This is an optimization exercise on Yosys and OpenROAD, whose aim is small area, a short achievable clock period and few clock cycles per item, not a production implementation.
Where RTL was checked, it was by simulation tests only, not by an equivalence proof against the original.
For runs 2 to 4, only the layout was checked, not whether the RTL still works.

==> flow/design.v, too long to show whole: its modules and the start of the top module <==
// module friet_permutation_round: 47 lines
// module friet_permutation_rc: 9 lines
// module friet_ae_32_bits_state_machine: 1787 lines
// module friet_ae_32_bits: 430 lines
module friet_ae_32_bits(clk, arstn, din, din_valid, din_ready, dout, dout_valid, dout_ready);
  // ...
==> flow/run.sh <==
#!/bin/bash
# synth_recipe.tcl (not shown) runs the flow's synth.tcl, then flattens the netlist and writes it again
# the make line also repeats each setting of config.mk as NAME=value (left out here)
make -C /OpenROAD-flow-scripts/flow DESIGN_CONFIG=/design/flow/config.mk WORK_HOME=/design/flow/orfs CLKGATE_MAP_FILE= SYNTH_SCRIPT=/design/flow/synth_recipe.tcl finish
==> flow/config.mk <==
export PLATFORM = sky130hd
export DESIGN_NAME = friet_ae_32_bits
export DESIGN_NICKNAME = friet_ae_32_bits
export VERILOG_FILES = /design/flow/design.v
export SDC_FILE = /design/flow/constraint.sdc
export NUM_CORES = 4
export LEC_CHECK = 0
export CAP_MARGIN = 20
export CORE_MARGIN = 2
export CORE_UTILIZATION = 40
export SLEW_MARGIN = 20
==> flow/constraint.sdc <==
create_clock -name core_clock -period 5.0 [get_ports {clk}]
set_input_delay 1.0000 -clock core_clock [delete_from_list [all_inputs] [get_ports {clk}]]
set_output_delay 1.0000 -clock core_clock [all_outputs]
set_load 0.01 [all_outputs]
==> impl_metrics.tcl, run 1 <==
set metrics [dict create \
    most-common-layout-cells "sky130_fd_sc_hd__nor2_1, sky130_fd_sc_hd__xnor2_1, sky130_fd_sc_hd__dfxtp_1, sky130_fd_sc_hd__xor2_1, sky130_fd_sc_hd__a21oi_1" \
    cts_tree "done" \
    final_layout_size_suffix_gt1_frac 0.0509 \
    finalWorstSetupSlack_ps 599 \
    run_status "complete, no violations" \
    cts.hold.buffers_added 0 \
    synth.yosys.warnings 2 \
    worstReg2RegStart "state_machine.actual_state[0]$_DFF_PN0_" \
    synthDominantAreaCellType "sky130_fd_sc_hd__dfxtp_1" \
    gr-max-usage-layer "met2" \
    grt_use_met3 0.0296 \
    worstPathRequired_ps 4000 \
    grt_start_max_net_pins 150 \
    well_tap_count 1060 \
    die_w_um 288 \
    ys_types 85 \
    met2_usage 0.405 \
    synth-simple-area-share 0.157 \
    detail-route-antenna-nets 0 \
    placement.setup.worst_slack_ps 998 \
    area.share.sequential 0.297 \
    cp-end-kind "output port" \
    layout.comb_gates.multi_input 3098 \
    clk_root_buffer_cell "sky130_fd_sc_hd__clkbuf_16" \
    clock_latency_ps 640 \
    antenna-diode-count 0 \
    kind_of_cell_adding_the_most_delay_to_the_critical_path "simple AND/OR/NAND/NOR gates" \
]
Testbench counts, summed over its fixed seeds: cycles 222,460, bytes 106,199.
==> module friet_permutation_round, before the edit <==
module friet_permutation_round (a, b, c, rc, new_a, new_b, new_c);
input [127:0] a;
input [127:0] b;
input [127:0] c;
input [4:0] rc;
output [127:0] new_a;
output [127:0] new_b;
output [127:0] new_c;
wire [127:0] temp_a;
wire [127:0] temp_b;
wire [127:0] temp_c;
wire [127:0] temp_t;
wire [127:0] temp_first_mix;
wire [127:0] temp_new_a;
wire [127:0] temp_new_b;
wire [127:0] temp_new_c;
assign temp_a = a;
assign temp_b = b;
assign temp_c[0]  = c[0]  ^ (rc[0] & (~rc[4]));
assign temp_c[4]  = c[4]  ^ (rc[1] & (~rc[4]));
assign temp_c[8]  = c[8]  ^ (rc[2] & (~rc[4]));
assign temp_c[12] = c[12] ^ (rc[3] & (~rc[4]));
assign temp_c[16] = c[16] ^ (rc[0] & rc[4]);
assign temp_c[20] = c[20] ^ (rc[1] & rc[4]);
assign temp_c[24] = c[24] ^ (rc[2] & rc[4]);
assign temp_c[28] = c[28] ^ (rc[3] & rc[4]);
assign temp_c[3:1]    = c[3:1];
assign temp_c[7:5]    = c[7:5];
assign temp_c[11:9]   = c[11:9];
assign temp_c[15:13]  = c[15:13];
assign temp_c[19:17]  = c[19:17];
assign temp_c[23:21]  = c[23:21];
assign temp_c[27:25]  = c[27:25];
assign temp_c[127:29] = c[127:29];
assign temp_t = temp_a ^ temp_b ^ temp_c;
assign temp_first_mix[0]     = temp_a[127]   ^ temp_c[0];
assign temp_first_mix[127:1] = temp_a[126:0] ^ temp_c[127:1];
assign temp_new_c[79:0]   = temp_first_mix[127:48] ^ temp_a[79:0];
assign temp_new_c[127:80] = temp_first_mix[47:0]   ^ temp_a[127:80];
assign temp_new_b = temp_new_c ^ temp_first_mix ^ temp_t;
assign temp_new_a[35:0]   = (temp_new_c[96:61]  & temp_new_b[127:92]) ^ temp_t[35:0];
assign temp_new_a[66:36]  = (temp_new_c[127:97] & temp_new_b[30:0])   ^ temp_t[66:36];
assign temp_new_a[127:67] = (temp_new_c[60:0]   & temp_new_b[91:31])  ^ temp_t[127:67];
assign new_a = temp_new_a;
assign new_b = temp_new_b;
assign new_c = temp_new_c;
endmodule
==> module friet_ae_32_bits, before the edit <==
module friet_ae_32_bits(clk, arstn, din, din_valid, din_ready, dout, dout_valid, dout_ready);
parameter COMBINATIONAL_ROUNDS = 1;
input clk;
input arstn;
input [31:0] din;
input din_valid;
output din_ready;
output [31:0] dout;
output dout_valid;
input dout_ready;
reg is_din_zero;
reg is_din_less_than_four;
wire is_ctr_data_size_start_zero;
reg [31:0] ctr_data_size;
wire ctr_data_size_enable;
wire ctr_data_size_load;
wire [31:0] new_ctr_data_size;
reg is_ctr_data_size_zero;
reg is_ctr_data_size_four_five_six_seven;
reg is_ctr_data_size_less_than_four;
reg is_ctr_data_size_four;
reg [1:0] ctr_data_duplex;
wire ctr_data_duplex_start;
wire ctr_data_duplex_enable;
wire ctr_data_duplex_force_valid;
wire ctr_data_duplex_ctr_valid;
wire [1:0] new_ctr_data_duplex;
reg is_ctr_data_duplex_zero;
reg is_ctr_data_duplex_one;
reg [31:0] permutation_din;
wire permutation_din_valid;
wire permutation_force_din_valid;
wire [1:0] permutation_din_type;
wire [31:0] permutation_din_xor_state;
wire [31:0] permutation_din_xor_state_masked;
reg [31:0] din_padded;
wire permutation_din_padded_force_size_zero;
reg[31:0] permutation_state_direct_din_padded;
wire [1:0] dout_mask_type;
reg [31:0] dout_mask;
wire permutation_state_reset;
wire permutation_state_mode_duplex;
wire permutation_state_mode_new_round;
reg [383:0] permutation_state;
wire [383:0] permutation_state_one_round;
wire [127:0] friet_permutation_state_a [(COMBINATIONAL_ROUNDS - 1) : 0];
wire [127:0] friet_permutation_state_b [(COMBINATIONAL_ROUNDS - 1) : 0];
wire [127:0] friet_permutation_state_c [(COMBINATIONAL_ROUNDS - 1) : 0];
wire [127:0] friet_permutation_state_new_a [(COMBINATIONAL_ROUNDS - 1) : 0];
wire [127:0] friet_permutation_state_new_b [(COMBINATIONAL_ROUNDS - 1) : 0];
wire [127:0] friet_permutation_state_new_c [(COMBINATIONAL_ROUNDS - 1) : 0];
wire [4:0] friet_permutation_rc [(COMBINATIONAL_ROUNDS - 1) : 0];
wire [4:0] friet_permutation_new_rc [(COMBINATIONAL_ROUNDS - 1) : 0];
localparam [4:0] master_round_constant = 5'b01111;
localparam [4:0] last_round_constant_23 = 5'b11001;
localparam [4:0] last_round_constant_22 = 5'b01100;
localparam [4:0] last_round_constant_21 = 5'b10110;
localparam [4:0] last_round_constant_20 = 5'b01011;
localparam [4:0] last_round_constant_18 = 5'b01010;
localparam [4:0] last_round_constant_16 = 5'b01110;
localparam [4:0] last_round_constant_12 = 5'b00001;
localparam [4:0] last_round_constant_0 = 5'b01111;
wire permutation_rc_enable;
wire permutation_rc_start;
reg [4:0] permutation_rc;
reg is_last_rc;
wire accumulated_tag_difference_reset;
reg [31:0] accumulated_tag_difference;
wire tag_accumulated_tag_out;
wire [31:0] tag_difference;
wire permutation_state_din_direct_din;
wire receiving_data;
wire tag_generation_mode;
wire tag_verification_mode;
reg [31:0] reg_dout;
reg reg_dout_valid;
reg reg_dout_enable;
always @(*) begin
    if(ctr_data_size[31:2] == 30'd0) begin
        is_ctr_data_size_less_than_four = 1'b1;
    end else begin
        is_ctr_data_size_less_than_four = 1'b0;
    end
end
always @(*) begin
    if(ctr_data_size[31:2] == 30'd1) begin
        is_ctr_data_size_four_five_six_seven = 1'b1;
    end else begin
        is_ctr_data_size_four_five_six_seven = 1'b0;
    end
end
always @(*) begin
    if(ctr_data_size == 32'd0) begin
        is_ctr_data_size_zero = 1'b1;
    end else begin
        is_ctr_data_size_zero = 1'b0;
    end
end
always @(*) begin
    if((is_ctr_data_size_four_five_six_seven == 1'b1) && (ctr_data_size[1:0] == 2'b00)) begin
        is_ctr_data_size_four = 1'b1;
    end else begin
        is_ctr_data_size_four = 1'b0;
    end
end
always @(*) begin
    if(din == 32'd0) begin
        is_din_zero =  1'b1;
    end else begin
        is_din_zero =  1'b0;
    end
end
always @(*) begin
    if(din[31:2] == 30'd0) begin
        is_din_less_than_four =  1'b1;
    end else begin
        is_din_less_than_four =  1'b0;
    end
end
assign is_ctr_data_size_start_zero = is_din_zero;
assign new_ctr_data_size = ctr_data_size - 32'd04;
always @(posedge clk) begin
    if(ctr_data_size_enable == 1'b1) begin
        if(ctr_data_size_load == 1'b1) begin
            if((din_valid == 1'b1)) begin
                ctr_data_size <= din;
            end
        end else if((din_valid == 1'b1) || (tag_generation_mode == 1'b1 && dout_ready == 1'b1)) begin
            if(is_ctr_data_size_less_than_four == 1'b1) begin
                ctr_data_size <= 32'h00000000;
            end else begin
                ctr_data_size <= new_ctr_data_size;
            end
        end
    end
end
always @(*) begin
    if(ctr_data_duplex == 2'd1) begin
        is_ctr_data_duplex_one =  1'b1;
    end else begin
        is_ctr_data_duplex_one =  1'b0;
    end
end
always @(*) begin
    if(ctr_data_duplex == 2'd0) begin
        is_ctr_data_duplex_zero =  1'b1;
    end else begin
        is_ctr_data_duplex_zero =  1'b0;
    end
end
assign new_ctr_data_duplex = ctr_data_duplex - 2'b01;
assign ctr_data_duplex_ctr_valid = din_valid | ctr_data_duplex_force_valid | (tag_generation_mode & dout_ready);
always @(posedge clk) begin
    if(ctr_data_duplex_enable == 1'b1) begin
        if((ctr_data_duplex_start == 1'b1)) begin
            ctr_data_duplex <= 2'd3;
        end else if((ctr_data_duplex_ctr_valid == 1'b1)) begin
            ctr_data_duplex <= new_ctr_data_duplex;
        end
    end
end
assign permutation_din_valid = din_valid | permutation_force_din_valid | (tag_generation_mode & dout_ready);
always @(*) begin
    if(permutation_din_padded_force_size_zero == 1'b1) begin
        din_padded = {24'h000000, 6'b000000, 1'b1, permutation_din_type[1]};
    end else begin
        case(ctr_data_size[1:0])
            2'b00 : begin
                din_padded = {24'h000000, 6'b000000, 1'b1, permutation_din_type[1]};
            end
            2'b01 : begin
                din_padded = {16'h0000, 6'b000000, 1'b1, permutation_din_type[1], din[7:0]};
            end
            2'b10 : begin
                din_padded = {8'h00, 6'b000000, 1'b1, permutation_din_type[1], din[15:0]};
            end
            default : begin
                din_padded = {6'b000000, 1'b1, permutation_din_type[1], din[23:0]};
            end
        endcase
    end
end
always @(*) begin
    case(permutation_din_type)
        2'b00 : begin
            permutation_din = 32'h00;
        end
        2'b01, 2'b10: begin
            permutation_din = din_padded;
        end
        default : begin
            permutation_din = din;
        end
    endcase
end
assign permutation_din_xor_state = permutation_din ^ permutation_state[31:0];
assign friet_permutation_state_a[0] = permutation_state[127:0];
assign friet_permutation_state_b[0] = permutation_state[255:128];
assign friet_permutation_state_c[0] = permutation_state[383:256];
assign friet_permutation_rc[0] = permutation_rc;
generate
    genvar gen_j;
    for (gen_j = 0; gen_j < COMBINATIONAL_ROUNDS; gen_j = gen_j + 1) begin: all_combinational_rounds
        friet_permutation_round  permutation_gen_j(
            .a(friet_permutation_state_a[gen_j]),
            .b(friet_permutation_state_b[gen_j]),
            .c(friet_permutation_state_c[gen_j]),
            .rc(friet_permutation_rc[gen_j]),
            .new_a(friet_permutation_state_new_a[gen_j]),
            .new_b(friet_permutation_state_new_b[gen_j]),
            .new_c(friet_permutation_state_new_c[gen_j])
            );
        friet_permutation_rc rc_gen_j(
            .rc(friet_permutation_rc[gen_j]),
            .new_rc(friet_permutation_new_rc[gen_j])
        );
        if(gen_j > 0) begin: all_combinational_rounds_next_iteration
            assign friet_permutation_state_a[gen_j]  = friet_permutation_state_new_a[gen_j-1];
            assign friet_permutation_state_b[gen_j]  = friet_permutation_state_new_b[gen_j-1];
            assign friet_permutation_state_c[gen_j]  = friet_permutation_state_new_c[gen_j-1];
            assign friet_permutation_rc[gen_j] = friet_permutation_new_rc[gen_j-1];
        end
    end
endgenerate
always @(posedge clk) begin
    if(permutation_rc_enable == 1'b1) begin
        if(permutation_rc_start == 1'b1) begin
            permutation_rc <= master_round_constant;
        end else begin
            permutation_rc <= friet_permutation_new_rc[COMBINATIONAL_ROUNDS-1];
        end
    end
end
generate
    if(COMBINATIONAL_ROUNDS == 1) begin: last_round_for_1_round
        always @(*) begin
            if(permutation_rc == last_round_constant_23) begin
                is_last_rc = 1'b1;
            end else begin
                is_last_rc = 1'b0;
            end
        end
    end else if(COMBINATIONAL_ROUNDS == 2) begin: last_round_for_2_rounds
        always @(*) begin
            if(permutation_rc == last_round_constant_22) begin
                is_last_rc = 1'b1;
            end else begin
                is_last_rc = 1'b0;
            end
        end
    end else if(COMBINATIONAL_ROUNDS == 3) begin: last_round_for_3_rounds
        always @(*) begin
            if(permutation_rc == last_round_constant_21) begin
                is_last_rc = 1'b1;
            end else begin
                is_last_rc = 1'b0;
            end
        end
    end else if(COMBINATIONAL_ROUNDS == 4) begin: last_round_for_4_rounds
        always @(*) begin
            if(permutation_rc == last_round_constant_20) begin
                is_last_rc = 1'b1;
            end else begin
                is_last_rc = 1'b0;
            end
        end
    end else if(COMBINATIONAL_ROUNDS == 6) begin: last_round_for_6_rounds
        always @(*) begin
            if(permutation_rc == last_round_constant_18) begin
                is_last_rc = 1'b1;
            end else begin
                is_last_rc = 1'b0;
            end
        end
    end else if(COMBINATIONAL_ROUNDS == 8) begin: last_round_for_8_rounds
        always @(*) begin
            if(permutation_rc == last_round_constant_16) begin
                is_last_rc = 1'b1;
            end else begin
                is_last_rc = 1'b0;
            end
        end
    end else if(COMBINATIONAL_ROUNDS == 12) begin: last_round_for_12_rounds
        always @(*) begin
            if(permutation_rc == last_round_constant_12) begin
                is_last_rc = 1'b1;
            end else begin
                is_last_rc = 1'b0;
            end
        end
    end else if(COMBINATIONAL_ROUNDS == 24) begin: last_round_for_24_rounds
        always @(*) begin
            if(permutation_rc == last_round_constant_0) begin
                is_last_rc = 1'b1;
            end else begin
                is_last_rc = 1'b0;
            end
        end
    end
endgenerate
assign permutation_state_one_round = {friet_permutation_state_new_c[COMBINATIONAL_ROUNDS-1], friet_permutation_state_new_b[COMBINATIONAL_ROUNDS-1], friet_permutation_state_new_a[COMBINATIONAL_ROUNDS-1]};
always @(*) begin
    case(dout_mask_type)
        2'b01 : begin
            permutation_state_direct_din_padded <= {permutation_state[31:10], permutation_state[9] ^  1'b1, permutation_state[8] ^ permutation_din_type[1], din[7:0]};
        end
        2'b10 : begin
            permutation_state_direct_din_padded <= {permutation_state[31:18], permutation_state[17] ^  1'b1, permutation_state[16] ^ permutation_din_type[1], din[15:0]};
        end
        2'b11 : begin
            permutation_state_direct_din_padded <= {permutation_state[31:26], permutation_state[25] ^  1'b1, permutation_state[24] ^ permutation_din_type[1], din[23:0]};
        end
        default : begin
            permutation_state_direct_din_padded <= din;
        end
    endcase
end
always @(posedge clk) begin
    if(permutation_state_reset == 1'b1) begin
        permutation_state <= 384'b0;
    end else begin
        if(permutation_state_mode_duplex == 1'b1) begin
            if(permutation_din_valid == 1'b1) begin
                if(permutation_state_din_direct_din == 1'b1) begin
                    permutation_state[159:0] <= {permutation_state_direct_din_padded, permutation_state[159:32]};
                end else begin
                    permutation_state[159:0] <= {permutation_din_xor_state, permutation_state[159:32]};
                end
            end
        end else if(permutation_state_mode_new_round == 1'b1) begin
            permutation_state <= permutation_state_one_round;
        end
    end
end
always @(*) begin
    if((receiving_data == 1'b1 && din_valid == 1'b1) || (tag_generation_mode == 1'b1 && dout_ready == 1'b1)) begin
        reg_dout_enable = 1'b1;
    end else begin
        reg_dout_enable = 1'b0;
    end
end
assign dout_mask_type = ctr_data_size[1:0] & {2{is_ctr_data_size_less_than_four}};
always @(*) begin
    case(dout_mask_type)
        2'b01 : begin
            dout_mask = {24'h00, 8'hff};
        end
        2'b10 : begin
            dout_mask = {16'h00, 16'hffff};
        end
        2'b11 : begin
            dout_mask = {8'h00, 24'hffffff};
        end
        default : begin
            dout_mask = 32'hffffffff;
        end
    endcase
end
assign tag_difference = din ^ (permutation_state[31:0] & dout_mask);
always @(posedge clk) begin
    if(accumulated_tag_difference_reset == 1'b1) begin
        accumulated_tag_difference <= 32'b00;
    end else if(receiving_data == 1'b1 && din_valid == 1'b1 && tag_verification_mode == 1'b1) begin
        accumulated_tag_difference <= accumulated_tag_difference | tag_difference;
    end
end
assign permutation_din_xor_state_masked = permutation_din_xor_state & dout_mask;
always @(posedge clk or negedge arstn) begin
    if(arstn == 1'b0) begin
        reg_dout <= 32'h00;
    end else if(reg_dout_enable == 1'b1) begin
        if(tag_verification_mode == 1'b1) begin
            if(tag_accumulated_tag_out == 1'b1) begin
                reg_dout <= accumulated_tag_difference;
            end else begin
                reg_dout <= tag_difference;
            end
        end else begin
            reg_dout <= permutation_din_xor_state_masked;
        end
    end
end
always @(posedge clk or negedge arstn) begin
    if(arstn == 1'b0) begin
        reg_dout_valid <= 1'b0;
    end else if(reg_dout_enable == 1'b1) begin
        reg_dout_valid <= 1'b1;
    end else begin
        reg_dout_valid <= 1'b0;
    end
end
assign dout = reg_dout;
assign dout_valid = reg_dout_valid;
friet_ae_32_bits_state_machine state_machine(
    .clk(clk),
    .arstn(arstn),
    .din(din),
    .din_valid(din_valid),
    .dout_ready(dout_ready),
    .din_ready(din_ready),
    .is_din_less_than_four(is_din_less_than_four),
    .is_ctr_data_size_zero(is_ctr_data_size_zero),
    .is_ctr_data_size_four(is_ctr_data_size_four),
    .is_ctr_data_size_four_five_six_seven(is_ctr_data_size_four_five_six_seven),
    .is_ctr_data_size_less_than_four(is_ctr_data_size_less_than_four),
    .is_ctr_data_size_start_zero(is_ctr_data_size_start_zero),
    .ctr_data_size_enable(ctr_data_size_enable),
    .ctr_data_size_load(ctr_data_size_load),
    .is_ctr_data_duplex_zero(is_ctr_data_duplex_zero),
    .is_ctr_data_duplex_one(is_ctr_data_duplex_one),
    .ctr_data_duplex_start(ctr_data_duplex_start),
    .ctr_data_duplex_enable(ctr_data_duplex_enable),
    .ctr_data_duplex_force_valid(ctr_data_duplex_force_valid),
    .permutation_force_din_valid(permutation_force_din_valid),
    .permutation_din_type(permutation_din_type),
    .permutation_din_padded_force_size_zero(permutation_din_padded_force_size_zero),
    .permutation_state_reset(permutation_state_reset),
    .permutation_state_mode_duplex(permutation_state_mode_duplex),
    .permutation_state_mode_new_round(permutation_state_mode_new_round),
    .permutation_state_din_direct_din(permutation_state_din_direct_din),
    .is_last_rc(is_last_rc),
    .permutation_rc_enable(permutation_rc_enable),
    .permutation_rc_start(permutation_rc_start),
    .accumulated_tag_difference_reset(accumulated_tag_difference_reset),
    .tag_accumulated_tag_out(tag_accumulated_tag_out),
    .receiving_data(receiving_data),
    .tag_generation_mode(tag_generation_mode),
    .tag_verification_mode(tag_verification_mode)
);
endmodule
==> inputs of run 2 (changes only) <==
==> flow/design.v (replaced) <==
module friet_permutation_round (a, b, c, rc, new_a, new_b, new_c);
input [127:0] a;
input [127:0] b;
input [127:0] c;
input [4:0] rc;
output [127:0] new_a;
output [127:0] new_b;
output [127:0] new_c;
wire [127:0] cc;
wire [127:0] fm;
wire [127:0] t;
assign cc[0]  = c[0]  ^ (rc[0] & (~rc[4]));
assign cc[4]  = c[4]  ^ (rc[1] & (~rc[4]));
assign cc[8]  = c[8]  ^ (rc[2] & (~rc[4]));
assign cc[12] = c[12] ^ (rc[3] & (~rc[4]));
assign cc[16] = c[16] ^ (rc[0] & rc[4]);
assign cc[20] = c[20] ^ (rc[1] & rc[4]);
assign cc[24] = c[24] ^ (rc[2] & rc[4]);
assign cc[28] = c[28] ^ (rc[3] & rc[4]);
assign cc[3:1]    = c[3:1];
assign cc[7:5]    = c[7:5];
assign cc[11:9]   = c[11:9];
assign cc[15:13]  = c[15:13];
assign cc[19:17]  = c[19:17];
assign cc[23:21]  = c[23:21];
assign cc[27:25]  = c[27:25];
assign cc[127:29] = c[127:29];
assign fm = {a[46:0], a[127:47]} ^ {cc[47:0], cc[127:48]};
assign t = a ^ b ^ cc;
assign new_c = fm ^ a;
assign new_b = fm ^ {a[126:0], a[127]} ^ b;
assign new_a = ({new_c[60:0], new_c[127:61]} & {new_b[91:0], new_b[127:92]}) ^ t;
endmodule
module friet_permutation_rc(rc, new_rc);
input [4:0] rc;
output [4:0] new_rc;
assign new_rc[0] = rc[0] ^ rc[3];
assign new_rc[1] = rc[0];
assign new_rc[2] = rc[1];
assign new_rc[3] = rc[2];
assign new_rc[4] = ~rc[4];
endmodule
module friet_ae_32_bits(clk, arstn, din, din_valid, din_ready, dout, dout_valid, dout_ready);
parameter ROUNDS = 1;
input clk;
input arstn;
input [31:0] din;
input din_valid;
output din_ready;
output [31:0] dout;
output dout_valid;
input dout_ready;
localparam [2:0] PH_CMD = 3'd0, PH_SIZE = 3'd1, PH_DATA = 3'd2, PH_PAD0 = 3'd3, PH_ORW = 3'd4;
localparam [2:0] OP_ABS = 3'd1, OP_ENC = 3'd2, OP_DEC = 3'd3, OP_GTAG = 3'd4, OP_VTAG = 3'd5;
localparam [4:0] RC_START = 5'b01111;
localparam [4:0] RC_LAST = (ROUNDS == 1)  ? 5'b11001 :
                           (ROUNDS == 2)  ? 5'b01100 :
                           (ROUNDS == 3)  ? 5'b10110 :
                           (ROUNDS == 4)  ? 5'b01011 :
                           (ROUNDS == 6)  ? 5'b01010 :
                           (ROUNDS == 8)  ? 5'b01110 :
                           (ROUNDS == 12) ? 5'b00001 : 5'b01111;
reg [2:0] phase;
reg [2:0] op;
reg busy;
reg clr;
reg [31:0] ctr;
reg [1:0] widx;
reg [4:0] rc;
reg [383:0] state;
reg [31:0] acc;
reg [31:0] reg_dout;
reg reg_dout_valid;
wire op_abs  = (op == OP_ABS);
wire op_dec  = (op == OP_DEC);
wire op_gtag = (op == OP_GTAG);
wire op_vtag = (op == OP_VTAG);
wire in_data = (phase == PH_DATA);
assign din_ready = (phase == PH_CMD) | (phase == PH_SIZE) | (in_data & ~busy & ~op_gtag);
wire take = din_valid & din_ready;
wire step = in_data & ~busy & (op_gtag ? dout_ready : din_valid);
wire partial = (ctr[31:2] == 30'd0);
wire ctr_four = (ctr[31:2] == 30'd1) & (ctr[1:0] == 2'b00);
wire last = partial | ctr_four;
wire block_end = last | (widx == 2'd3);
reg [31:0] mask;
always @(*) begin
    case ({partial, ctr[1:0]})
        3'b101 : mask = 32'h000000ff;
        3'b110 : mask = 32'h0000ffff;
        3'b111 : mask = 32'h00ffffff;
        default : mask = 32'hffffffff;
    endcase
end
wire fpad0 = op_abs;
reg [31:0] inpad;
always @(*) begin
    case ({partial, ctr[1:0]})
        3'b101 : inpad = {22'd0, 1'b1, fpad0, 8'd0};
        3'b110 : inpad = {14'd0, 1'b1, fpad0, 16'd0};
        3'b111 : inpad = {6'd0, 1'b1, fpad0, 24'd0};
        default : inpad = 32'd0;
    endcase
end
reg [31:0] wsel;
always @(*) begin
    case (widx)
        2'd0 : wsel = state[31:0];
        2'd1 : wsel = state[63:32];
        2'd2 : wsel = state[95:64];
        default : wsel = state[127:96];
    endcase
end
wire [31:0] din_x_w = din ^ wsel;
wire [31:0] din_x_w_masked = din_x_w & mask;
wire [31:0] inj = (op_dec ? din_x_w_masked : (din & mask)) ^ inpad;
wire inj_en = step & ~op_gtag & ~op_vtag;
wire npad_en = step & ~op_gtag & ~op_vtag & (ctr_four | (~last & (widx == 2'd3)));
wire [1:0] npad = {1'b1, ctr_four ? fpad0 : ~fpad0};
wire spad_en = step & (op_gtag | op_vtag) & block_end;
wire zpad_en = (phase == PH_PAD0) & ~busy;
reg [159:0] rate_x;
integer k;
always @(*) begin
    rate_x = 160'd0;
    for (k = 0; k < 4; k = k + 1) begin
        if (inj_en && widx == k) begin
            rate_x[32*k +: 32] = inj;
        end
    end
    for (k = 0; k < 4; k = k + 1) begin
        if (npad_en && widx == k) begin
            rate_x[32*(k+1) +: 2] = npad;
        end
    end
    if (spad_en) begin
        rate_x[1] = 1'b1;
    end
    if (zpad_en) begin
        rate_x[1:0] = {1'b1, fpad0};
    end
end
wire start_perm = (step & block_end) | zpad_en;
wire [127:0] ra [0:ROUNDS];
wire [127:0] rb [0:ROUNDS];
wire [127:0] rcc [0:ROUNDS];
wire [4:0] rrc [0:ROUNDS];
assign ra[0] = state[127:0];
assign rb[0] = state[255:128];
assign rcc[0] = state[383:256];
assign rrc[0] = rc;
genvar g;
generate
    for (g = 0; g < ROUNDS; g = g + 1) begin : rounds
        friet_permutation_round round_g(
            .a(ra[g]), .b(rb[g]), .c(rcc[g]), .rc(rrc[g]),
            .new_a(ra[g+1]), .new_b(rb[g+1]), .new_c(rcc[g+1]));
        friet_permutation_rc rc_g(.rc(rrc[g]), .new_rc(rrc[g+1]));
    end
endgenerate
always @(posedge clk) begin
    if (clr == 1'b1) begin
        state <= 384'd0;
    end else if (busy == 1'b1) begin
        state <= {rcc[ROUNDS], rb[ROUNDS], ra[ROUNDS]};
    end else begin
        state[159:0] <= state[159:0] ^ rate_x;
    end
end
always @(posedge clk) begin
    if (start_perm == 1'b1) begin
        rc <= RC_START;
    end else if (busy == 1'b1) begin
        rc <= rrc[ROUNDS];
    end
end
always @(posedge clk or negedge arstn) begin
    if (arstn == 1'b0) begin
        busy <= 1'b0;
    end else if (phase == PH_CMD && take == 1'b1 && din[7:0] == 8'h00) begin
        busy <= 1'b0;
    end else if (start_perm == 1'b1) begin
        busy <= 1'b1;
    end else if (busy == 1'b1 && rc == RC_LAST) begin
        busy <= 1'b0;
    end
end
always @(posedge clk or negedge arstn) begin
    if (arstn == 1'b0) begin
        clr <= 1'b1;
    end else begin
        clr <= (phase == PH_CMD) & take & (din[7:0] == 8'h00);
    end
end
always @(posedge clk or negedge arstn) begin
    if (arstn == 1'b0) begin
        phase <= PH_CMD;
    end else begin
        case (phase)
            PH_CMD : begin
                if (take == 1'b1 && din[7:0] >= 8'h01 && din[7:0] <= 8'h05) begin
                    phase <= PH_SIZE;
                end
            end
            PH_SIZE : begin
                if (take == 1'b1) begin
                    if (din != 32'd0) begin
                        phase <= PH_DATA;
                    end else if (op_gtag == 1'b1 || op_vtag == 1'b1) begin
                        phase <= PH_CMD;
                    end else begin
                        phase <= PH_PAD0;
                    end
                end
            end
            PH_DATA : begin
                if (step == 1'b1 && last == 1'b1) begin
                    phase <= op_vtag ? PH_ORW : PH_CMD;
                end
            end
            PH_PAD0 : begin
                if (busy == 1'b0) begin
                    phase <= PH_CMD;
                end
            end
            default : begin
                if (dout_ready == 1'b1) begin
                    phase <= PH_CMD;
                end
            end
        endcase
    end
end
always @(posedge clk) begin
    if (phase == PH_CMD && take == 1'b1) begin
        op <= din[2:0];
    end
end
always @(posedge clk) begin
    if (phase == PH_SIZE && take == 1'b1) begin
        ctr <= din;
    end else if (step == 1'b1) begin
        if (partial == 1'b1) begin
            ctr <= 32'd0;
        end else begin
            ctr <= ctr - 32'd4;
        end
    end
end
always @(posedge clk) begin
    if (phase == PH_SIZE) begin
        widx <= 2'd0;
    end else if (step == 1'b1) begin
        if (block_end == 1'b1) begin
            widx <= 2'd0;
        end else begin
            widx <= widx + 2'd1;
        end
    end
end
wire [31:0] tag_difference = din ^ (wsel & mask);
always @(posedge clk) begin
    if (phase == PH_SIZE) begin
        acc <= 32'd0;
    end else if (step == 1'b1 && op_vtag == 1'b1) begin
        acc <= acc | tag_difference;
    end
end
wire out_en = step & ~op_abs;
wire orw_en = (phase == PH_ORW) & dout_ready;
always @(posedge clk or negedge arstn) begin
    if (arstn == 1'b0) begin
        reg_dout <= 32'd0;
    end else if (orw_en == 1'b1) begin
        reg_dout <= acc;
    end else if (out_en == 1'b1) begin
        if (op_vtag == 1'b1) begin
            reg_dout <= tag_difference;
        end else if (op_gtag == 1'b1) begin
            reg_dout <= wsel & mask;
        end else begin
            reg_dout <= din_x_w_masked;
        end
    end
end
always @(posedge clk or negedge arstn) begin
    if (arstn == 1'b0) begin
        reg_dout_valid <= 1'b0;
    end else begin
        reg_dout_valid <= out_en | orw_en;
    end
end
assign dout = reg_dout;
assign dout_valid = reg_dout_valid;
endmodule
==> run 2 against run 1 <==
Effect of this change:
- critical endpoint is now reg_dout[28]$_DFFE_PN0P_
- worst setup slack gained 830 ps
- first-iteration DRC count shrank 6.5%
- synthesized cell count shrank 9.6%
- design area shrank 0.65%
- worst hold slack improved by 20 ps
- clock skew is 8.5 ps lower
- sequential share of layout area is 0.13 points higher
- non-clock buffer count decreased by 23
- register-to-register slack improved by 470 ps
==> impl_metrics.tcl, run 2 <==
set metrics [dict create \
    run_status "complete, no violations" \
    grt_first_pass_wirelength_mm 155 \
    layout_min_cycle_time_ps 3580 \
    finalHoldViolCount 0 \
    clk_root_buffer_cell "sky130_fd_sc_hd__clkbuf_16" \
    synth.yosys.seq_area_share 0.327 \
    number_of_flip_flops_in_the_largest_register 384 \
    final_common_cell "sky130_fd_sc_hd__xnor2_1" \
    ys_ff_latch 496 \
    initial_antenna_violation_count 0 \
    design_area_um2 35100 \
    grt_start_max_net_pins 156 \
    cp-end-kind "flip-flop" \
    place_area_um2 33300 \
    die_area_um2 82400 \
    clock-sinks 496 \
    regMostFlops "state" \
    max_freq_mhz 280 \
    timing_worst_slew_pin_value_ps 1110 \
    syn_to_final_growth_pct 9.61 \
    period_share 0.715 \
    post_drt_via_cell_ratio 5.38 \
    detail_route.iter0.violations 2438 \
    synth.cell_area_um2 32100 \
    post_detailed_route_wirelength_per_cell_um 23.3 \
    r2r_end "reg_dout[28]$_DFFE_PN0P_" \
    most-common-layout-cells "sky130_fd_sc_hd__xnor2_1, sky130_fd_sc_hd__nor2_1, sky130_fd_sc_hd__dfxtp_1, sky130_fd_sc_hd__xor2_1, sky130_fd_sc_hd__nand2_1" \
    max-cap-violations 0 \
    hp-start "acc[2]$_SDFFE_PN0P_" \
    post_synth_inst_count 3583 \
    input_output_buffers 69 \
    cts_resized 0 \
    initial_core_util 0.405 \
    crit_slowest_cell "sky130_fd_sc_hd__nor4_4" \
    io_pins 70 \
    fp-row-count 103 \
    gr-total-overflow 0 \
    crit_type "flip-flop to flip-flop" \
    async_reset_ff_frac 0.0766 \
    cts_tree "done" \
    synth_fp_nets 3626 \
    timing.critical_path.from_type "flip-flop" \
    biggest_area_contributors_in_the_synthesized_netlist "sky130_fd_sc_hd__dfxtp_1, sky130_fd_sc_hd__xnor2_1, sky130_fd_sc_hd__xor2_1" \
    critical-path-max-stage-delay_ps 920 \
    wl_mm 106 \
    end_point_of_the_critical_path "reg_dout[28]$_DFFE_PN0P_" \
    reg2reg_setup_slack_ps 1420 \
    number_of_global_route_vias_before_repair 23100 \
    synthDominantAreaCellType "sky130_fd_sc_hd__dfxtp_1" \
    drc_errors 0 \
    numCtsBuffers 56 \
    dr.pass1.iters 7 \
    synth_ff_type "sky130_fd_sc_hd__dfxtp_1" \
    max-slew-margin-rel 0.261 \
    final.setup.tns_ps 0 \
    nets_final 3488 \
    setup_viol 0 \
    worstReg2RegStart "ctr[12]$_DFFE_PP_" \
    synth.yosys.warnings 1 \
    worst_path_most_repeated_cell "sky130_fd_sc_hd__nor4_4" \
    clock_latency_ps 630 \
    critical_path_cell_count 6 \
    synth_edf_count 35 \
    worstRegToRegCells 6 \
    cts.reportedPaths.clkPinSlew_ps 60 \
    grt_setup_unrepaired "false" \
    gp_routability_congestion 0.899 \
    detailroute.via_count 24500 \
    die_height_um 287 \
    die_w_um 287 \
    dp.final_hpwl_mm 77.5 \
    grt_usage 0.252 \
    cp.arrival_ps 4080 \
    worstPathRequired_ps 5500 \
    detail-route-antenna-nets 0 \
    cts.hold.buffers_added 0 \
    kind_of_cell_adding_the_most_delay_to_the_critical_path "simple AND/OR/NAND/NOR gates" \
    largest_clock_skew_in_the_final_design_ps 12.9 \
    synth_largest_type_area_fraction 0.264 \
    worstPathMaxFanout 11 \
    synthesized_area_divided_by_synthesized_cell_count_um2 8.95 \
    timing.critical_path.cells "nor4_4, nand4_2, nor4_4, a21oi_1, a311oi_1, nor2_1" \
    timing.critical_path.from "ctr[12]$_DFFE_PP_" \
    finalHoldWorstSlack_ps 471 \
    cts.path.max_buffers 3 \
    path_buf_inv 0 \
    worst_hold_path_type "flip-flop to flip-flop" \
    htreeDepth 2 \
    yosys.cell_count.top_type "sky130_fd_sc_hd__xnor2_1" \
    netlist_top_cells_count "sky130_fd_sc_hd__xnor2_1, sky130_fd_sc_hd__nor2_1, sky130_fd_sc_hd__dfxtp_1" \
    post-cts-setup-buffer-count 0 \
    ys_types 72 \
    timing_max_transition_violations_final 0 \
    final_layout_size_suffix_gt1_frac 0.0530 \
    coreArea_um2 79100 \
]
-- run 2: cell types whose count changed after synthesis, moves of 96 or more --
cell and delta:
sky130_fd_sc_hd__a21oi_1 -168, sky130_fd_sc_hd__a22oi_1 +126, sky130_fd_sc_hd__nand2_1 +96, sky130_fd_sc_hd__nand3_1 -110
sky130_fd_sc_hd__nor2_1 -189, sky130_fd_sc_hd__o21ai_0 -121
-- run 2: layer usage --
| metal | up-vias | track usage | routed length [um] |
|---|---|---|---|
| li1 | 11500 | - | - |
| met1 | 11900 | 0.358 | 47400 |
| met2 | 894 | 0.383 | 46100 |
| met3 | 161 | 0.0387 | 8080 |
| met4 | 0 | 0.0957 | 4040 |
| met5 | - | 0 | 0 |
-- run 2: worst register-to-register path, stage by stage, from the launching register on --
cell	delay, ps
sky130_fd_sc_hd__edfxtp_1	510
sky130_fd_sc_hd__nor4_4	470
sky130_fd_sc_hd__nand4_2	490
sky130_fd_sc_hd__nor4_4	920
sky130_fd_sc_hd__a21oi_1	500
sky130_fd_sc_hd__a311oi_1	480
sky130_fd_sc_hd__nor2_1	90
-- run 2: worst min path at each step --
stage	to	slack (ps)	cells past startpoint
final	acc[2]$_SDFFE_PN0P_	470	2
after global routing	acc[9]$_SDFFE_PN0P_	490	2
after CTS	acc[22]$_SDFFE_PN0P_	470	2
after detailed placement	acc[25]$_SDFFE_PN0P_	460	2
after global placement	acc[9]$_SDFFE_PN0P_	450	2
after floorplan	acc[16]$_SDFFE_PN0P_	440	2
-- run 2: area by class of cell --
type                       instances  area (um^2)
clock buffer                      86         1730
clock inverter                    20          133
antenna                            1         2.50
sequential                       496        10500
timing repair buffer             114         1070
fill                            7798        44000
multi-input combinational       2759        20300
inverter                          18         67.6
tap                             1050         1310
-- run 2: logic make-up after synthesis --
logic type / share of synthesized area
AOI/OAI and AO/OA: 0.0971
xor gates and xnor gates: 0.352
muxes: 0.0423
and+or+nand+nor: 0.140
adders and majority gates: 0.00273
DFF: 0.327
buffers and inverters: 0.0394
-- run 2: per-stage QoR --
| step | std cells | util | setup slack [ps] |
|---|---|---|---|
| 2_1_floorplan | 3583 | - | 2270 |
| 3_3_place_gp | 4437 | 0.420 | 976 |
| 3_5_place_dp | 4437 | 0.420 | 888 |
| 4_1_cts | 4543 | 0.444 | 1430 |
| 5_1_grt | 4543 | 0.444 | 1310 |
| 6_report | 4544 | 0.444 | 1420 |
==> inputs of run 3 (changes only) <==
--- a/flow/config.mk
+++ b/flow/config.mk
@@ -5,7 +5,9 @@
 export SDC_FILE = /design/flow/constraint.sdc
 export NUM_CORES = 4
 export LEC_CHECK = 0
+export ABC_CLOCK_PERIOD_IN_PS = 2000
 export CAP_MARGIN = 20
 export CORE_MARGIN = 2
 export CORE_UTILIZATION = 40
+export SETUP_SLACK_MARGIN = 3.0
 export SLEW_MARGIN = 20
==> run 3 against run 2 <==
Effect of this change:
- clock skew up 13 ps
- utilization up 6.1 points
- cell count up 4.8%
- sequential share of layout area down 3.5 points
- clock-buffer cell count down 2
- synthesized cell count unchanged
- design area up 14%
==> impl_metrics.tcl, run 3 <==
set metrics [dict create \
    final_core_util 0.505 \
    cp-end-kind "output port" \
    io_pins 70 \
    ys_types 72 \
    grt_usage 0.273 \
    max-cap-violations 0 \
    max_freq_mhz 351 \
    drc_errors 0 \
    crit_type "flip-flop to output port" \
    gp_routability_congestion 0.909 \
    final_layout_size_suffix_gt1_frac 0.212 \
    ff_latch_area_um2 10500 \
    post_place_cells 4431 \
    combined_area_of_the_multi_input_logic_cells_um2 22700 \
    final.setup.tns_ps 0 \
    grt_first_pass_wirelength_mm 167 \
    worstPathMaxFanout 2 \
    cts.path.max_buffers 3 \
    detail-route-antenna-nets 0 \
    synthDominantAreaCellType "sky130_fd_sc_hd__dfxtp_1" \
    coreArea_um2 79100 \
    post_synth_inst_count 3583 \
    clk_root_buffer_cell "sky130_fd_sc_hd__clkbuf_16" \
    syn_to_final_growth_pct 24.6 \
    grt_start_max_net_pins 171 \
    cts.reportedPaths.clkPinSlew_ps 60 \
    filler_cell_count 7193 \
    crit_slowest_cell "sky130_fd_sc_hd__edfxtp_1" \
    cp.arrival_ps 1850 \
    post_detailed_route_wirelength_per_cell_um 24.6 \
    timing.critical_path.cells "nand2b_4, nor2_4, or3_4, a21oi_4, buf_6" \
    ys_ff_latch 496 \
    input_output_buffers 69 \
    r2r_end "state[116]$_SDFF_PP0_" \
    initial_antenna_violation_count 0 \
    fp-row-count 103 \
    most-common-layout-cells "sky130_fd_sc_hd__xnor2_1, sky130_fd_sc_hd__nor2_1, sky130_fd_sc_hd__dfxtp_1, sky130_fd_sc_hd__xor2_1, sky130_fd_sc_hd__nand2_1" \
    yosys.cell_count.top_type "sky130_fd_sc_hd__xnor2_1" \
    worstRegToRegCells 10 \
    wl_mm 117 \
    clock_latency_ps 640 \
    nets_final 3709 \
    timing_worst_slew_pin_value_ps 939 \
    htreeDepth 2 \
    synth_fp_nets 3626 \
    synth_largest_type_area_fraction 0.264 \
    post_drt_via_cell_ratio 5.58 \
    die_area_um2 82400 \
    regMostFlops "state" \
    max-slew-margin-rel 0.373 \
    synth.yosys.seq_area_share 0.327 \
    number_of_global_route_vias_before_repair 24800 \
    synth.cell_area_um2 32100 \
    critical-path-max-stage-delay_ps 440 \
    largest_clock_skew_in_the_final_design_ps 25.8 \
    path_buf_inv 1 \
    detail_route.iter0.violations 2966 \
    finalHoldViolCount 0 \
    gr-total-overflow 0 \
    numCtsBuffers 57 \
    initial_core_util 0.405 \
    kind_of_cell_adding_the_most_delay_to_the_critical_path "simple AND/OR/NAND/NOR gates" \
    detailroute.via_count 26600 \
    run_status "complete, no violations" \
    worst_hold_path_type "primary input to asynchronous set/reset pin" \
    synth_ff_type "sky130_fd_sc_hd__dfxtp_1" \
    dp.final_hpwl_mm 77.7 \
    worstReg2RegStart "ctr[5]$_DFFE_PP_" \
    reg2reg_setup_slack_ps 2300 \
    setup_viol 0 \
    final_non_filler_cell_total 4763 \
    number_of_flip_flops_in_the_largest_register 384 \
    timing.critical_path.from_type "flip-flop" \
    finalHoldWorstSlack_ps 434 \
    async_reset_ff_frac 0.0766 \
    period_share 0.570 \
    die_height_um 287 \
    worstPathRequired_ps 4000 \
    antenna-diode-count 0 \
    synth_edf_count 35 \
    netlist_top_cells_count "sky130_fd_sc_hd__xnor2_1, sky130_fd_sc_hd__nor2_1, sky130_fd_sc_hd__dfxtp_1" \
    timing_max_transition_violations_final 0 \
    grt_setup_unrepaired "true" \
    synth.yosys.warnings 1 \
    layout_min_cycle_time_ps 2850 \
    clock-sinks 496 \
    final_common_cell "sky130_fd_sc_hd__xnor2_1" \
    biggest_area_contributors_in_the_synthesized_netlist "sky130_fd_sc_hd__dfxtp_1, sky130_fd_sc_hd__xnor2_1, sky130_fd_sc_hd__xor2_1" \
    cts.hold.buffers_added 0 \
    cts_tree "done" \
    die_w_um 287 \
    dr.pass1.iters 8 \
    synthesized_area_divided_by_synthesized_cell_count_um2 8.95 \
]
-- run 3: changes by cell type in the layout (fill, tap and decap cells not counted), moves of 43 or more --
cell,before,now
sky130_fd_sc_hd__buf_6,0,78
sky130_fd_sc_hd__a22oi_1,135,34
sky130_fd_sc_hd__buf_4,41,146
sky130_fd_sc_hd__clkdlybuf4s50_1,68,5
sky130_fd_sc_hd__nor2_1,480,437
sky130_fd_sc_hd__a22oi_2,0,101
-- run 3: worst max path at each step --
stage | start | end | slack, ps | cells past startpoint
final | op[2]$_DFFE_PP_ | din_ready | 2150 | 5
after global routing | op[2]$_DFFE_PP_ | din_ready | 2110 | 5
after CTS | busy$_DFFE_PN0P_ | din_ready | 2050 | 3
after detailed placement | din_valid | state[4]$_SDFF_PP0_ | 1270 | 7
after global placement | din_valid | state[4]$_SDFF_PP0_ | 1250 | 7
after floorplan | din[6] | phase[0]$_DFFE_PN0P_ | 2490 | 7
-- run 3: metal layers --
layer / track usage / wire, um / part of all wire / vias up
li1: - / - / - / 12000
met1: 0.383 / 49700 / 0.42 / 13100
met2: 0.413 / 50700 / 0.43 / 1241
met3: 0.0477 / 10600 / 0.091 / 283
met4: 0.112 / 6170 / 0.053 / 0
met5: 0 / 0 / 0 / -
-- run 3: stage by stage --
| step | area, um^2 | setup WS (ps) |
|---|---|---|
| global placement | 33800 | 1250 |
| detailed placement | 33800 | 1270 |
| CTS | 38700 | 2050 |
| global route | 39900 | 2110 |
| finish | 39900 | 2150 |
| floorplan | 32800 | 2490 |
-- run 3: area by class of cell --
class                      count  share of cell area
tap                         1050              0.0329
clock buffer                  84              0.0423
multi-input combinational   2764               0.568
clock inverter                22             0.00708
sequential                   496               0.263
timing repair buffer         329              0.0849
inverter                      18             0.00210
-- run 3: worst register-to-register path, stage by stage (launching register included) --
cell                        delay [ps]
sky130_fd_sc_hd__edfxtp_1          510
sky130_fd_sc_hd__nor4_4            400
sky130_fd_sc_hd__nand4_4           220
sky130_fd_sc_hd__buf_6             190
sky130_fd_sc_hd__a2111oi_4         290
sky130_fd_sc_hd__clkbuf_16         240
sky130_fd_sc_hd__buf_12            150
sky130_fd_sc_hd__nor2_4             80
sky130_fd_sc_hd__nand2_1            70
sky130_fd_sc_hd__o31a_1            150
sky130_fd_sc_hd__mux2_4            300
-- run 3: timing repair --
item                                    CTS  global route
endpoints found under the setup margin  516           430
pin swaps                               173           129
gates resized for setup                 537           140
gates cloned                              9             2
buffers inserted                        152            63
-- run 3: kinds of logic after synthesis --
group / count (synthesis) / share of synthesized area
compound gates: 464 / 0.0971
xor+xnor: 1129 / 0.352
fa+ha+maj: 7 / 0.00273
buf+inv: 328 / 0.0394
flops: 496 / 0.327
mux: 134 / 0.0423
simple gates: 1025 / 0.140
==> inputs of run 4 (changes only) <==
==> flow/design.v (replaced) <==
module friet_permutation_round (a, b, c, rc, new_a, new_b, new_c);
input [127:0] a;
input [127:0] b;
input [127:0] c;
input [4:0] rc;
output [127:0] new_a;
output [127:0] new_b;
output [127:0] new_c;
wire [127:0] cc;
wire [127:0] fm;
wire [127:0] t;
assign cc[0]  = c[0]  ^ (rc[0] & (~rc[4]));
assign cc[4]  = c[4]  ^ (rc[1] & (~rc[4]));
assign cc[8]  = c[8]  ^ (rc[2] & (~rc[4]));
assign cc[12] = c[12] ^ (rc[3] & (~rc[4]));
assign cc[16] = c[16] ^ (rc[0] & rc[4]);
assign cc[20] = c[20] ^ (rc[1] & rc[4]);
assign cc[24] = c[24] ^ (rc[2] & rc[4]);
assign cc[28] = c[28] ^ (rc[3] & rc[4]);
assign cc[3:1]    = c[3:1];
assign cc[7:5]    = c[7:5];
assign cc[11:9]   = c[11:9];
assign cc[15:13]  = c[15:13];
assign cc[19:17]  = c[19:17];
assign cc[23:21]  = c[23:21];
assign cc[27:25]  = c[27:25];
assign cc[127:29] = c[127:29];
assign fm = {a[46:0], a[127:47]} ^ {cc[47:0], cc[127:48]};
assign t = a ^ b ^ cc;
assign new_c = fm ^ a;
assign new_b = fm ^ {a[126:0], a[127]} ^ b;
assign new_a = ({new_c[60:0], new_c[127:61]} & {new_b[91:0], new_b[127:92]}) ^ t;
endmodule
module friet_permutation_rc(rc, new_rc);
input [4:0] rc;
output [4:0] new_rc;
assign new_rc[0] = rc[0] ^ rc[3];
assign new_rc[1] = rc[0];
assign new_rc[2] = rc[1];
assign new_rc[3] = rc[2];
assign new_rc[4] = ~rc[4];
endmodule
module friet_ae_32_bits(clk, arstn, din, din_valid, din_ready, dout, dout_valid, dout_ready);
parameter ROUNDS = 1;
input clk;
input arstn;
input [31:0] din;
input din_valid;
output din_ready;
output [31:0] dout;
output dout_valid;
input dout_ready;
localparam [1:0] PH_CMD = 2'd0, PH_SIZE = 2'd1, PH_DATA = 2'd2, PH_ORW = 2'd3;
localparam [2:0] OP_ABS = 3'd1, OP_ENC = 3'd2, OP_DEC = 3'd3, OP_GTAG = 3'd4, OP_VTAG = 3'd5;
localparam [4:0] RC_START = 5'b01111;
localparam [4:0] RC_LAST = (ROUNDS == 1)  ? 5'b11001 :
                           (ROUNDS == 2)  ? 5'b01100 :
                           (ROUNDS == 3)  ? 5'b10110 : 5'b01011;
localparam [4:0] RC_PEN  = (ROUNDS == 1)  ? 5'b01100 :
                           (ROUNDS == 2)  ? 5'b01011 :
                           (ROUNDS == 3)  ? 5'b01010 : 5'b01110;
reg [31:0] din_q;
reg vld_q;
reg din_ready_q;
reg [2:0] room;
wire take = din_valid & din_ready_q;
always @(posedge clk) begin
    din_q <= din;
end
wire inc1;
wire data_grant;
wire [2:0] data_amt;
wire [2:0] room_inc = room + {2'b00, inc1};
always @(posedge clk or negedge arstn) begin
    if (arstn == 1'b0) begin
        vld_q <= 1'b0;
        room <= 3'd1;
        din_ready_q <= 1'b1;
    end else begin
        vld_q <= take;
        if (data_grant == 1'b1) begin
            room <= data_amt;
        end else if (take == 1'b1) begin
            room <= room_inc - 3'd1;
        end else begin
            room <= room_inc;
        end
        din_ready_q <= data_grant | inc1 | (take ? (room[2:1] != 2'b00) : din_ready_q);
    end
end
assign din_ready = din_ready_q;
reg [1:0] phase;
reg [2:0] op;
reg busy;
reg clr;
reg pad0_pend;
reg granted;
reg dec16_pend;
reg gtag_done;
reg op_abs_pad0;    
reg orw_done;
reg zero_done;
reg [31:0] ctr;
reg gt16;           
reg [1:0] widx;
reg [4:0] rc;
reg [383:0] state;
reg [31:0] acc;
reg [31:0] reg_dout;
reg reg_dout_valid;
wire op_abs  = (op == OP_ABS);
wire op_enc  = (op == OP_ENC);
wire op_dec  = (op == OP_DEC);
wire op_gtag = (op == OP_GTAG);
wire op_vtag = (op == OP_VTAG);
wire ph_cmd  = (phase == PH_CMD);
wire ph_size = (phase == PH_SIZE);
wire ph_data = (phase == PH_DATA);
wire ph_orw  = (phase == PH_ORW);
wire [3:0] ctr_low_m1 = ctr[3:0] - 4'd1;
wire [1:0] nm1 = gt16 ? 2'd3 : ctr_low_m1[3:2];
wire final_blk = ~gt16;
wire last_w = (widx == nm1);
wire op_last_w = final_blk & last_w;
wire partial = op_last_w & (ctr[1:0] != 2'b00);
wire full_end = op_last_w & (ctr[1:0] == 2'b00);
reg [31:0] mask;
always @(*) begin
    case ({partial, ctr[1:0]})
        3'b101 : mask = 32'h000000ff;
        3'b110 : mask = 32'h0000ffff;
        3'b111 : mask = 32'h00ffffff;
        default : mask = 32'hffffffff;
    endcase
end
wire fpad0 = op_abs;
reg [31:0] inpad;
always @(*) begin
    case ({partial, ctr[1:0]})
        3'b101 : inpad = {22'd0, 1'b1, fpad0, 8'd0};
        3'b110 : inpad = {14'd0, 1'b1, fpad0, 16'd0};
        3'b111 : inpad = {6'd0, 1'b1, fpad0, 24'd0};
        default : inpad = 32'd0;
    endcase
end
reg [31:0] wsel;
always @(*) begin
    case (widx)
        2'd0 : wsel = state[31:0];
        2'd1 : wsel = state[63:32];
        2'd2 : wsel = state[95:64];
        default : wsel = state[127:96];
    endcase
end
wire s_idle = ~busy & ~clr & ~pad0_pend;
wire dstep = vld_q & ph_data;
wire dstep_x = dstep & ~op_vtag;
wire emit_ok = ph_data & op_gtag & s_idle;
wire emit = emit_ok & dout_ready;
wire [31:0] din_x_w = din_q ^ wsel;
wire [31:0] din_x_w_masked = din_x_w & mask;
wire [31:0] wsel_masked = wsel & mask;
wire [31:0] tag_difference = din_q ^ wsel_masked;
wire [31:0] inj = (op_dec ? din_x_w_masked : (din_q & mask)) ^ inpad;
wire npad_en = dstep_x & (full_end | (~final_blk & (widx == 2'd3)));
wire [1:0] npad = {1'b1, final_blk ? fpad0 : ~fpad0};
wire spad_en = (emit & last_w) | (dstep & op_vtag & last_w);
wire zpad_en = pad0_pend & ~busy & ~clr;
reg [159:0] rate_x;
integer k;
always @(*) begin
    rate_x = 160'd0;
    for (k = 0; k < 4; k = k + 1) begin
        if (dstep_x && widx == k) begin
            rate_x[32*k +: 32] = inj;
        end
    end
    for (k = 0; k < 4; k = k + 1) begin
        if (npad_en && widx == k) begin
            rate_x[32*(k+1) +: 2] = npad;
        end
    end
    if (spad_en) begin
        rate_x[1] = 1'b1;
    end
    if (zpad_en) begin
        rate_x[1:0] = {1'b1, op_abs_pad0};
    end
end
wire start_perm = (dstep & last_w) | (emit & last_w) | zpad_en;
wire [127:0] ra [0:ROUNDS];
wire [127:0] rb [0:ROUNDS];
wire [127:0] rcc [0:ROUNDS];
wire [4:0] rrc [0:ROUNDS];
assign ra[0] = state[127:0];
assign rb[0] = state[255:128];
assign rcc[0] = state[383:256];
assign rrc[0] = rc;
genvar g;
generate
    for (g = 0; g < ROUNDS; g = g + 1) begin : rounds
        friet_permutation_round round_g(
            .a(ra[g]), .b(rb[g]), .c(rcc[g]), .rc(rrc[g]),
            .new_a(ra[g+1]), .new_b(rb[g+1]), .new_c(rcc[g+1]));
        friet_permutation_rc rc_g(.rc(rrc[g]), .new_rc(rrc[g+1]));
    end
endgenerate
always @(posedge clk) begin
    if (clr == 1'b1) begin
        state <= 384'd0;
    end else if (busy == 1'b1) begin
        state <= {rcc[ROUNDS], rb[ROUNDS], ra[ROUNDS]};
    end else begin
        state[159:0] <= state[159:0] ^ rate_x;
    end
end
always @(posedge clk) begin
    if (busy == 1'b0) begin
        rc <= RC_START;
    end else begin
        rc <= rrc[ROUNDS];
    end
end
wire cmd_step = vld_q & ph_cmd;
wire [7:0] cmd = din_q[7:0];
wire cmd_clear = cmd_step & (cmd == 8'h00);
wire cmd_op = cmd_step & (cmd >= 8'h01) & (cmd <= 8'h05);
wire size_step = vld_q & ph_size;
wire size_zero = (din_q == 32'd0);
wire size_gt16 = (din_q[31:5] != 27'd0) | (din_q[4] & (din_q[3:0] != 4'd0));
wire op_data = op_abs | op_enc | op_dec | op_vtag;
always @(posedge clk or negedge arstn) begin
    if (arstn == 1'b0) begin
        busy <= 1'b0;
    end else if (cmd_clear == 1'b1) begin
        busy <= 1'b0;
    end else if (start_perm == 1'b1) begin
        busy <= 1'b1;
    end else if (busy == 1'b1 && rc == RC_LAST) begin
        busy <= 1'b0;
    end
end
always @(posedge clk or negedge arstn) begin
    if (arstn == 1'b0) begin
        clr <= 1'b1;
    end else begin
        clr <= cmd_clear;
    end
end
always @(posedge clk or negedge arstn) begin
    if (arstn == 1'b0) begin
        pad0_pend <= 1'b0;
    end else if (cmd_clear == 1'b1) begin
        pad0_pend <= 1'b0;
    end else if (size_step == 1'b1 && size_zero == 1'b1 && op_data == 1'b1 && op_vtag == 1'b0) begin
        pad0_pend <= 1'b1;
    end else if (zpad_en == 1'b1) begin
        pad0_pend <= 1'b0;
    end
end
always @(posedge clk) begin
    if (size_step == 1'b1 && size_zero == 1'b1 && op_data == 1'b1 && op_vtag == 1'b0) begin
        op_abs_pad0 <= op_abs;
    end
end
always @(posedge clk or negedge arstn) begin
    if (arstn == 1'b0) begin
        phase <= PH_CMD;
    end else begin
        case (phase)
            PH_CMD : begin
                if (cmd_op == 1'b1) begin
                    phase <= PH_SIZE;
                end
            end
            PH_SIZE : begin
                if (vld_q == 1'b1) begin
                    phase <= size_zero ? PH_CMD : PH_DATA;
                end
            end
            PH_DATA : begin
                if ((dstep | emit) & op_last_w) begin
                    phase <= op_vtag ? PH_ORW : PH_CMD;
                end
            end
            default : begin
                if (dout_ready == 1'b1) begin
                    phase <= PH_CMD;
                end
            end
        endcase
    end
end
always @(posedge clk) begin
    if (cmd_step == 1'b1) begin
        op <= din_q[2:0];
    end
end
always @(posedge clk) begin
    if (size_step == 1'b1) begin
        ctr <= din_q;
        gt16 <= size_gt16;
    end else if (dec16_pend == 1'b1) begin
        ctr[31:4] <= ctr[31:4] - 28'd1;
        gt16 <= (ctr[31:6] != 26'd0) | (ctr[5] & (ctr[4:0] != 5'd0));
    end
end
always @(posedge clk or negedge arstn) begin
    if (arstn == 1'b0) begin
        dec16_pend <= 1'b0;
    end else begin
        dec16_pend <= (dstep | emit) & last_w & ~final_blk;
    end
end
always @(posedge clk) begin
    if (size_step == 1'b1) begin
        widx <= 2'd0;
    end else if (dstep | emit) begin
        widx <= last_w ? 2'd0 : widx + 2'd1;
    end
end
wire s_ready_soon = ~clr & ~pad0_pend & (~busy | rc == RC_PEN | rc == RC_LAST);
assign data_grant = ph_data & op_data & ~granted & s_ready_soon;
always @(posedge clk) begin
    if (size_step == 1'b1) begin
        granted <= 1'b0;
    end else if (dstep == 1'b1 && last_w == 1'b1) begin
        granted <= 1'b0;
    end else if (data_grant == 1'b1) begin
        granted <= 1'b1;
    end
end
always @(posedge clk or negedge arstn) begin
    if (arstn == 1'b0) begin
        gtag_done <= 1'b0;
        orw_done <= 1'b0;
        zero_done <= 1'b0;
    end else begin
        gtag_done <= emit & op_last_w;
        orw_done <= ph_orw & dout_ready;
        zero_done <= size_step & size_zero;
    end
end
wire [2:0] data_n = {1'b0, nm1} + 3'd1;
assign data_amt = data_n + {2'b00, final_blk & ~op_vtag};
assign inc1 = cmd_step | zero_done | gtag_done | orw_done;
always @(posedge clk) begin
    if (size_step == 1'b1) begin
        acc <= 32'd0;
    end else if (dstep == 1'b1 && op_vtag == 1'b1) begin
        acc <= acc | tag_difference;
    end
end
always @(posedge clk) begin
    if (ph_orw == 1'b1) begin
        reg_dout <= acc;
    end else if (op_gtag == 1'b1) begin
        reg_dout <= wsel_masked;
    end else if (op_vtag == 1'b1) begin
        reg_dout <= tag_difference;
    end else begin
        reg_dout <= din_x_w_masked;
    end
end
always @(posedge clk or negedge arstn) begin
    if (arstn == 1'b0) begin
        reg_dout_valid <= 1'b0;
    end else begin
        reg_dout_valid <= (dstep & ~op_abs) | emit | (ph_orw & dout_ready);
    end
end
assign dout = reg_dout;
assign dout_valid = reg_dout_valid;
endmodule
--- a/flow/config.mk
+++ b/flow/config.mk
@@ -5,9 +5,7 @@
 export SDC_FILE = /design/flow/constraint.sdc
 export NUM_CORES = 4
 export LEC_CHECK = 0
-export ABC_CLOCK_PERIOD_IN_PS = 2000
 export CAP_MARGIN = 20
 export CORE_MARGIN = 2
 export CORE_UTILIZATION = 40
-export SETUP_SLACK_MARGIN = 3.0
 export SLEW_MARGIN = 20
==> run 4 against run 3 <==
Effect of this change:
- worst hold slack improved by 1.2 ps
- first-iteration DRC count fell by 8.5%
- worst setup slack got worse by 840 ps
- still clean on timing, DRC and antenna
- critical path depth rose by 5
- synthesized cell count rose by 3.7%
- cell count fell by 1.4%
- design area fell by 9.1%
- maximum frequency fell by 23%
- critical endpoint is now state[1]$_SDFF_PP0_
- via count fell by 5.3%
==> impl_metrics.tcl, run 4 <==
set metrics [dict create \
    period_share 0.738 \
    nets_final 3628 \
    timing_worst_slew_pin_value_ps 1120 \
    clk_root_buffer_cell "sky130_fd_sc_hd__clkbuf_16" \
    largest_clock_skew_in_the_final_design_ps 22.7 \
    clock_latency_ps 610 \
    crit_type "flip-flop to flip-flop" \
    number_of_flip_flops_in_the_largest_register 384 \
    detail_route.iter0.violations 2714 \
    initial_antenna_violation_count 1 \
    grt_start_max_net_pins 176 \
    input_output_buffers 69 \
    yosys.area_share.xor_xnor 0.342 \
    cts.hold.buffers_added 0 \
    synth_ff_type "sky130_fd_sc_hd__dfxtp_1" \
    timing.critical_path.from_type "flip-flop" \
    biggest_area_contributors_in_the_synthesized_netlist "sky130_fd_sc_hd__dfxtp_1, sky130_fd_sc_hd__xnor2_1, sky130_fd_sc_hd__xor2_1" \
    async_reset_ff_frac 0.0278 \
    numCtsBuffers 67 \
    dr.pass1.iters 7 \
    grt_setup_unrepaired "false" \
    fp-row-count 105 \
    coreArea_um2 82000 \
    post_detailed_route_wirelength_per_cell_um 23.4 \
    final_layout_size_suffix_gt1_frac 0.0516 \
    max-slew-margin-rel 0.251 \
    htreeDepth 3 \
    synth.cell_area_um2 33100 \
    worstPathRequired_ps 5490 \
    initial_core_util 0.404 \
    finalHoldViolCount 0 \
    netlist_top_cells_count "sky130_fd_sc_hd__xnor2_1, sky130_fd_sc_hd__dfxtp_1, sky130_fd_sc_hd__nor2_1" \
    die_height_um 292 \
    ys_types 81 \
    clock-sinks 540 \
    gr-max-usage-layer "met2" \
    most-common-layout-cells "sky130_fd_sc_hd__xnor2_1, sky130_fd_sc_hd__dfxtp_1, sky130_fd_sc_hd__nor2_1, sky130_fd_sc_hd__xor2_1, sky130_fd_sc_hd__nand2_1" \
    cts.path.max_buffers 3 \
    setup_viol 0 \
    cp.arrival_ps 4180 \
    syn_to_final_growth_pct 9.75 \
    synth_fp_nets 3766 \
    post_drt_via_cell_ratio 5.36 \
    run_status "complete, no violations" \
]
[run 4: cell count changes in the layout (fill, tap and decap cells not counted), moves of 42 or more]
cell / change
sky130_fd_sc_hd__clkdlybuf4s50_1: +64
sky130_fd_sc_hd__a22oi_1: +42
sky130_fd_sc_hd__dfxtp_1: +71
sky130_fd_sc_hd__nand2_1: +61
sky130_fd_sc_hd__a22oi_2: -95
sky130_fd_sc_hd__buf_6: -78
sky130_fd_sc_hd__a21oi_1: +105
sky130_fd_sc_hd__o21ai_0: +72
sky130_fd_sc_hd__buf_4: -112
sky130_fd_sc_hd__nor2_1: +48
[run 4: layout make-up]
| type | instances | area, um^2 |
|---|---|---|
| flip-flops and latches | 540 | 11300 |
| fillers | 8003 | 45700 |
| clock inverters | 14 | 136 |
| well taps | 1070 | 1340 |
| clock buffers | 99 | 1950 |
| multi-input cells | 2833 | 20500 |
| repair buffers | 107 | 1030 |
| diodes | 3 | 7.51 |
| inverters | 29 | 109 |
[run 4: critical path, cell delays in order (launching register included)]
cell	delay, ps
sky130_fd_sc_hd__dfxtp_1	430
sky130_fd_sc_hd__inv_1	170
sky130_fd_sc_hd__ha_1	910
sky130_fd_sc_hd__buf_4	460
sky130_fd_sc_hd__a22oi_1	140
sky130_fd_sc_hd__a211oi_1	290
sky130_fd_sc_hd__xnor2_1	230
sky130_fd_sc_hd__nor2_1	100
sky130_fd_sc_hd__a2111oi_0	400
sky130_fd_sc_hd__a21oi_1	90
sky130_fd_sc_hd__mux2_1	330
[run 4: metrics by stage]
step	hold slack [ps]	area (um^2)	setup WS (ps)	std cells	util
6_report	435	36300	1310	4695	0.443
3_5_place_dp	445	34200	1480	4579	0.417
4_1_cts	448	36300	1470	4692	0.443
3_3_place_gp	440	34200	1530	4579	0.417
2_1_floorplan	426	33100	2580	3716	-
5_1_grt	481	36300	1200	4692	0.443
[run 4: per-layer routing]
metal / wire length, um / vias up / share of wire
li1: - / 11900 / -
met1: 48300 / 12200 / 0.44
met2: 47500 / 926 / 0.43
met3: 8380 / 205 / 0.076
met4: 5560 / 0 / 0.051
met5: 0 / - / 0
[run 4: worst paths after layout]
| path | slack (ps) | end | startpoint | cells after the start |
|---|---|---|---|---|
| setup reg to reg | 1310 | state[1]$_SDFF_PP0_ | widx[0]$_SDFFE_PP0N_ | 10 |
| min in group asynchronous | 810 | room[2]$_DFF_PN0_ | arstn | 1 |
| hold / removal | 440 | reg_dout[10]$_DFF_P_ | acc[10]$_SDFFE_PP0P_ | 2 |
| setup / recovery | 1310 | state[1]$_SDFF_PP0_ | widx[0]$_SDFFE_PP0N_ | 10 |
| max in group asynchronous | 3680 | busy$_DFFE_PN0P_ | arstn | 1 |
| hold reg to reg | 440 | reg_dout[10]$_DFF_P_ | acc[10]$_SDFFE_PP0P_ | 2 |
[run 4: kinds of logic (layout without fill, tap and decap cells)]
| logic type | count (synthesis) | count (layout) |
|---|---|---|
| and+or+nand+nor | 1048 | 1048 |
| other | 0 | 3 |
| AOI/OAI and AO/OA | 506 | 506 |
| adders and majority gates | 14 | 14 |
| DFF | 540 | 540 |
| xor gates and xnor gates | 1127 | 1127 |
| buffers and inverters | 343 | 249 |
| muxes | 138 | 138 |

-- what the ideal ports hide --
The flow's constraints put no driver on any port. The routed layouts listed below were extracted and timed again, unchanged, in two steps. Step 1 sets driving cells, clkbuf_16 on the clock port and buf_2 on the other inputs (assumed; they add their load-dependent delay and slew). Step 2, shift: input delay + t, output delay - t, t = (earliest + latest rising clock arrival at the registers) / 2. This alone moves slack from input paths to output paths. Three values: ideal, step 1, step 2; two values: the first two.
run	t, ns	slack for setup (ns)	worst setup path at the end	worst data-port slew with drivers (ns)	pins driven straight from the clock port
run 1	0.697	0.599 / 0.529 / 0.947	register to register	0.05	1
run 2	0.688	1.425 / 1.393 / 0.766	input to register	0.05	1
run 3	0.689	2.149 / 2.089 / 1.794	input to register	0.05	1
run 4	0.669	1.312 / 1.312 / 1.312	register to register	0.06	1
After both steps setup and hold are still met in every run listed. For run 2, which loses most, drivers alone change the setup slack by -0.032 ns; drivers and shift together by -0.659 ns.
